What follows belongs to an exercise in optimizing a design on an open flow for small area, a short achievable clock period and few clock cycles; a production flow would make more cautious choices. In this exercise RTL edits were held to simulation tests only and were not proved equivalent to the original.

Setup of north:
==> flow/design.v <==
`default_nettype	none
module	div(i_clk, i_rst, i_wr, i_signed, i_numerator, i_denominator,
		o_busy, o_valid, o_err, o_quotient, o_flags);
	parameter		BW=32, LGBW = 5;
	input	wire		i_clk, i_rst;
	input	wire		i_wr, i_signed;
	input	wire [(BW-1):0]	i_numerator, i_denominator;
	output	wire		o_busy;
	output	reg		o_valid, o_err;
	output	wire [(BW-1):0]	o_quotient;
	output	wire	[3:0]	o_flags;
	reg			r_norm, r_iter, r_sign, r_nneg, r_dneg, r_c, r_zero;
	reg	[(BW-1):0]	r_dividend, r_divisor, r_quotient;
	reg	[(LGBW-1):0]	r_cnt, r_nlz;
	function [LGBW-1:0] clz;
		input	[BW-1:0]	v;
		integer			i;
		begin
			clz = BW-1;
			for(i=1; i<BW; i=i+1)
				if (v[i])
					clz = BW-1-i;
		end
	endfunction
	wire			n_neg, d_neg;
	wire	[(BW-1):0]	n_ones, d_ones;
	assign	n_neg = (i_signed)&&(i_numerator[BW-1]);
	assign	d_neg = (i_signed)&&(i_denominator[BW-1]);
	assign	n_ones = i_numerator ^ {(BW){n_neg}};
	assign	d_ones = i_denominator ^ {(BW){d_neg}};
	wire	[(BW-1):0]	n_lead;
	assign	n_lead = (n_neg) ? { n_ones[(BW-2):0], 1'b1 } : i_numerator;
	wire	[(LGBW-1):0]	shift;
	wire			n_small;
	assign	shift = r_cnt - r_nlz;
	assign	n_small = (r_nlz > r_cnt);
	wire	[(BW+1):0]	sum;
	wire	[(BW-1):0]	diff;
	wire			ge;
	assign	sum = { 1'b0, r_dividend, 1'b1 } + { 1'b0, ~r_divisor, !r_dneg };
	assign	diff = sum[BW:1];
	assign	ge = sum[BW+1];
	wire	zero_divisor, quick, early, last;
	assign	zero_divisor = (r_cnt == {(LGBW){1'b1}})&&(!r_divisor[0])
				&&(!r_dneg);
	assign	quick = (n_small)||(zero_divisor);
	assign	early = (quick)||(!ge);
	assign	last  = (r_cnt == 0);
	assign	o_busy = ((r_norm)&&(!quick))||((r_iter)&&(!last));
	wire	[(BW-1):0]	sh0, sh1, sh2, sh3, shifted;
	assign	sh0 = (shift[0]) ? { r_divisor[(BW-2):0], r_dneg } : r_divisor;
	assign	sh1 = (shift[1]) ? { sh0[(BW-3):0], {( 2){r_dneg}} } : sh0;
	assign	sh2 = (shift[2]) ? { sh1[(BW-5):0], {( 4){r_dneg}} } : sh1;
	assign	sh3 = (shift[3]) ? { sh2[(BW-9):0], {( 8){r_dneg}} } : sh2;
	assign	shifted = (shift[4]) ? { sh3[(BW-17):0], {(16){r_dneg}} } : sh3;
	always @(posedge i_clk)
	if (i_rst)
	begin
		r_norm  <= 1'b0;
		r_iter  <= 1'b0;
		o_valid <= 1'b0;
	end else begin
		r_norm  <= i_wr;
		r_iter  <= ((r_norm)&&(!early))||((r_iter)&&(!last));
		o_valid <= ((r_norm)&&(early))||((r_iter)&&(last));
	end
	always @(posedge i_clk)
		o_err <= (r_norm)&&(zero_divisor);
	always @(posedge i_clk)
	if (i_wr)
	begin
		r_sign <= (n_neg)^(d_neg);
		r_nneg <= n_neg;
		r_dneg <= d_neg;
		r_nlz  <= clz(n_lead);
	end
	always @(posedge i_clk)
	if (i_wr)
		r_dividend <= (n_neg) ? -i_numerator : i_numerator;
	else if ((ge)&&((r_iter)||((r_norm)&&(r_sign))))
		r_dividend <= diff;
	always @(posedge i_clk)
	if (i_wr)
		r_divisor <= d_ones;
	else if (r_norm)
		r_divisor <= shifted;
	else
		r_divisor <= r_divisor >> 1;
	always @(posedge i_clk)
	if (i_wr)
		r_cnt <= clz(d_ones);
	else if (r_norm)
		r_cnt <= shift[(LGBW-1):0];
	else
		r_cnt <= r_cnt - 1'b1;
	always @(posedge i_clk)
	if (r_norm)
		r_zero <= early;
	always @(posedge i_clk)
	if (r_norm)
		r_quotient <= {(BW){(r_sign)&&(!early)}};
	else
		r_quotient <= { r_quotient[(BW-2):0], (ge ^ r_sign) };
	assign	o_quotient = r_quotient;
	always @(posedge i_clk)
	if (r_norm)
		r_c <= (!r_sign)&&(r_nlz == {(LGBW){1'b1}})
				&&(!r_dividend[0])&&(!r_nneg);
	else if (r_iter)
		r_c <= (r_c)||((!r_sign)&&(diff == 0));
	assign o_flags = { 1'b0, o_quotient[BW-1], r_c, r_zero };
endmodule
clock: 5.0 ns
lec_check: 0
cap_margin: 20
core_margin: 2
core_utilization: 40
setup_slack_margin: 2.0
slew_margin: 20
standard.sh (not shown) runs the stock make flow with config.mk's settings and CLKGATE_MAP_FILE= SYNTH_SCRIPT=/design/flow/synth_recipe.tcl, a recipe that flattens the netlist after the stock synthesis.
==> flow/flow/run.sh <==
#!/bin/bash
# Standard layout, with the smallest buffer on every input and output port.
set -euo pipefail
export BUFFER_PORTS_ARGS="-buffer_cell sky130_fd_sc_hd__buf_1"
bash standard.sh > standard.log 2>&1
north completed every stage of the flow, and the final layout passed the timing, DRC and antenna checks.
Testbench counts of north, summed over its fixed seeds: cycles 22,269.
The following lists how south was set up differently from north:
- a change of SETUP_SLACK_MARGIN from 2.0 to 1.0
Findings:
- south vs north: number of buffers outside the clock class in the layout down by more than a quarter
- The run with more setup slack is north; south has less.
- north and south ended up with nearly the same number of multi-input combinational cells in the layout.
- Of the two values seen for critical path launch point, r_divisor[9] was produced by south and r_dneg by north.
- Looking at number of logic inverters in the finished layout, south sits 2 lower than north does.
- Against north, minimum setup slack among reg-to-reg paths in south came out worse.
Setup changes, south to east
- changing SETUP_SLACK_MARGIN from 1.0 to 1.5
## What came out
On worst slack at placement: between east and south, it ends up lower for east.
On via count: between east and south, it ends up lower for south.
Compared with south, east shows a global-route wire length before repair that is 0.35% lower.
Shortest period the worst path allows ends up lower on east.
As of east, wire length on met2 had risen slightly compared to south.


Setup of build 76:
div, a different RTL version from the one above (not shown whole).
Size: roughly 1300 cells after synthesis, about 110 flip-flops, roughly 110 I/O pins, about 0.010 mm² of cells after synthesis.
clock: 5.0 ns
lec_check: 0
cap_margin: 20
core_margin: 2
core_utilization: 60
setup_slack_margin: 1.5
slew_margin: 20
Scripts as last shown in full above: flow/flow/run.sh
Testbench counts of build 76, summed over its fixed seeds: cycles 22,269.
Edits applied to the flow inputs when going from build 76 to build 90:
Settings: changing SETUP_SLACK_MARGIN from 1.5 to 1.6; changing CORE_UTILIZATION from 60 to 40; setting GPL_ROUTABILITY_DRIVEN to 0 for the first time; setting ABC_AREA to 1 for the first time.
### Flow results
- The area added between synthesis and finish of build 90 is lower than that of build 76.
- NOTE post-place instance area build 76->build 90 decreased by a few percent
- Re critical path depth: build 76 was higher than build 90.
- Build 90: simple-gate portion of the synthesized area is 8.0 points higher than what build 76 reported.
- Per the comparison of build 90 with build 76, width of the die climbed about 20%.
Modified inputs, build 51 compared to build 90
Settings: GPL_ROUTABILITY_DRIVEN removed (was 0); SETUP_SLACK_MARGIN changed from 1.6 to 1.5; CORE_UTILIZATION changed from 40 to 50.
Findings:
Build 51 vs. build 90: register share of the cell area went up by 0.48 points.
Build 51 leaves less setup margin than build 90.
Looking at die outline area across both flows, build 51 is the stronger of the two, with build 90 trailing.
The slew at the pin closest to its max-slew limit reported for build 51 is greater than that of build 90 by 0.16 ns.
Comparing final area for build 51 and build 90, the bigger number came from build 90.
Here is what was changed in the inputs of build 13 compared with build 51.
Settings: CORE_UTILIZATION now 40, was 50.
Findings:
The number of vias in the routed layout of build 13 and that of build 51 are within noise of each other. When build 13 is set beside build 51, its number of global-route vias before repair turns out to be about 3% larger. Maximum clock skew at final layout of build 51 is on par with build 13.


## main
Another version of the RTL of div (not shown whole).
Size: about 1,200 cells after synthesis, roughly 110 I/O pins.
Settings: LEC_CHECK=0, CAP_MARGIN=20, CORE_MARGIN=2, CORE_UTILIZATION=40, SETUP_SLACK_MARGIN=1.5, SLEW_MARGIN=20; clock period 5.0 ns.
run.sh (not shown) runs the stock make flow with config.mk's settings and CLKGATE_MAP_FILE= SYNTH_SCRIPT=/design/flow/synth_recipe.tcl, a recipe that flattens the netlist after the stock synthesis.
Stock flow here: none of the scripts above is used.
Testbench counts of main, summed over its fixed seeds: cycles 21,943.
Setup changes, main to the feature branch
- SETUP_SLACK_MARGIN removed (was 1.5)
Compared to main, the router laid down less metal wire for the feature branch.
Compared with main, in the feature branch final area lost about 8%; clock-buffer cell count lost 2.
Pre-CTS setup slack: the feature branch vs main down 0.093 ns
On vias after detailed routing: between the feature branch and main, it ends up higher for main.


RTL: one of the versions met above, not the one the previous note started from.
Size: about 110 flip-flops, roughly 10000 um^2 of cells after synthesis.
## div
module	div(i_clk, i_rst, i_wr, i_signed, i_numerator, i_denominator,
		o_busy, o_valid, o_err, o_quotient, o_flags);
Settings: LEC_CHECK=0, CAP_MARGIN=20, CORE_MARGIN=2, CORE_UTILIZATION=40, CTS_BUF_LIST=sky130_fd_sc_hd__clkbuf_8, CTS_CLUSTER_SIZE=30, SETUP_SLACK_MARGIN=1.5, SLEW_MARGIN=20; clock period 5.0 ns.
standard.sh (not shown) runs the stock make flow with config.mk's settings and CLKGATE_MAP_FILE= SYNTH_SCRIPT=/design/flow/synth_recipe.tcl, a recipe that flattens the netlist after the stock synthesis.
Scripts as last shown in full above: flow/flow/run.sh
The first run ran to the end with no violations.
Testbench counts at the start, summed over its fixed seeds: cycles 22,269.
Next try:
--- a/flow/config.mk
+++ b/flow/config.mk
@@ -7,0 +8 @@
+export ABC_AREA = 1
@@ -11,2 +12 @@
-export CTS_BUF_LIST = sky130_fd_sc_hd__clkbuf_8
-export CTS_CLUSTER_SIZE = 30
+export GPL_ROUTABILITY_DRIVEN = 0
- count of clock-buffer cells in the layout stays the same
- wire length fell by 9.1%
- cell count goes up by 8.4%
- synthesized area came out lower by 3.5%
- non-clock buffer count falls by 25
- core utilization goes down by 0.58 points
- die area went down by 3.4%
- sequential share of layout area climbs by 0.90 points
Next try:
--- a/flow/config.mk
+++ b/flow/config.mk
@@ -12,2 +12 @@
-export GPL_ROUTABILITY_DRIVEN = 0
-export SETUP_SLACK_MARGIN = 1.5
+export SETUP_SLACK_MARGIN = 2.0
The changed run ran to the end with no violations.
Via count grows by 5.5%.
Synthesized cell count is unchanged.
Non-clock buffer count came out higher by 80.
Area after synthesis is unchanged.
Clock skew went down by 0.0037 ns.

==> afterwards: timing with drivers on the ports <==
How much do the figures lean on ideal ports? The routed layouts below were timed once more, with nothing changed but the port constraints.
Step 1 assumes that a clkbuf_16 drives the clock port and a buf_2 every other input.
Step 2, shift: input delay + t, output delay - t, t = (earliest + latest rising clock arrival at the registers) / 2. This alone moves slack from input paths to output paths.
a / b / c = ideal / step 1 / step 2; a / b = the first two.
run | t, ns | setup WS [ns] | worst setup path after step 2 | worst register clock-pin slew, ns | worst slew at a driven data input, ns
north | 0.477 | 1.599 / 1.599 / 1.482 | input to register | 0.07 / 0.07 | 0.04
south | 0.479 | 1.251 / 1.251 / 0.907 | input to register | 0.07 / 0.07 | 0.04
east | 0.477 | 1.598 / 1.561 / 1.281 | input to register | 0.07 / 0.07 | 0.03
build 76 | 0.473 | 1.260 / 1.260 / 1.260 | register to register | 0.07 / 0.07 | 0.04
build 90 | 0.471 | 1.673 / 1.627 / 1.441 | input to register | 0.06 / 0.06 | 0.04
build 51 | 0.473 | 1.633 / 1.584 / 1.349 | input to register | 0.06 / 0.06 | 0.06
build 13 | 0.474 | 1.694 / 1.646 / 1.413 | input to register | 0.07 / 0.07 | 0.03
main | 0.409 | 0.653 / 0.615 / 0.653 | register to register | 0.08 / 0.08 | 0.05
the feature branch | 0.410 | 0.255 / 0.208 / 0.273 | register to register | 0.08 / 0.08 | 0.04
the first run of note 4 | 0.493 | 1.294 / 1.294 / 1.294 | register to register | 0.09 / 0.09 | 0.04
the second run of note 4 | 0.469 | 1.677 / 1.631 / 1.417 | input to register | 0.06 / 0.06 | 0.04
the third run of note 4 | 0.474 | 1.721 / 1.675 / 1.355 | input to register | 0.06 / 0.06 | 0.09
After both steps setup and hold are still met in every run listed. The setup slack of the third run of note 4, which loses most, moves by -0.046 ns with the drivers and by -0.366 ns with both steps.
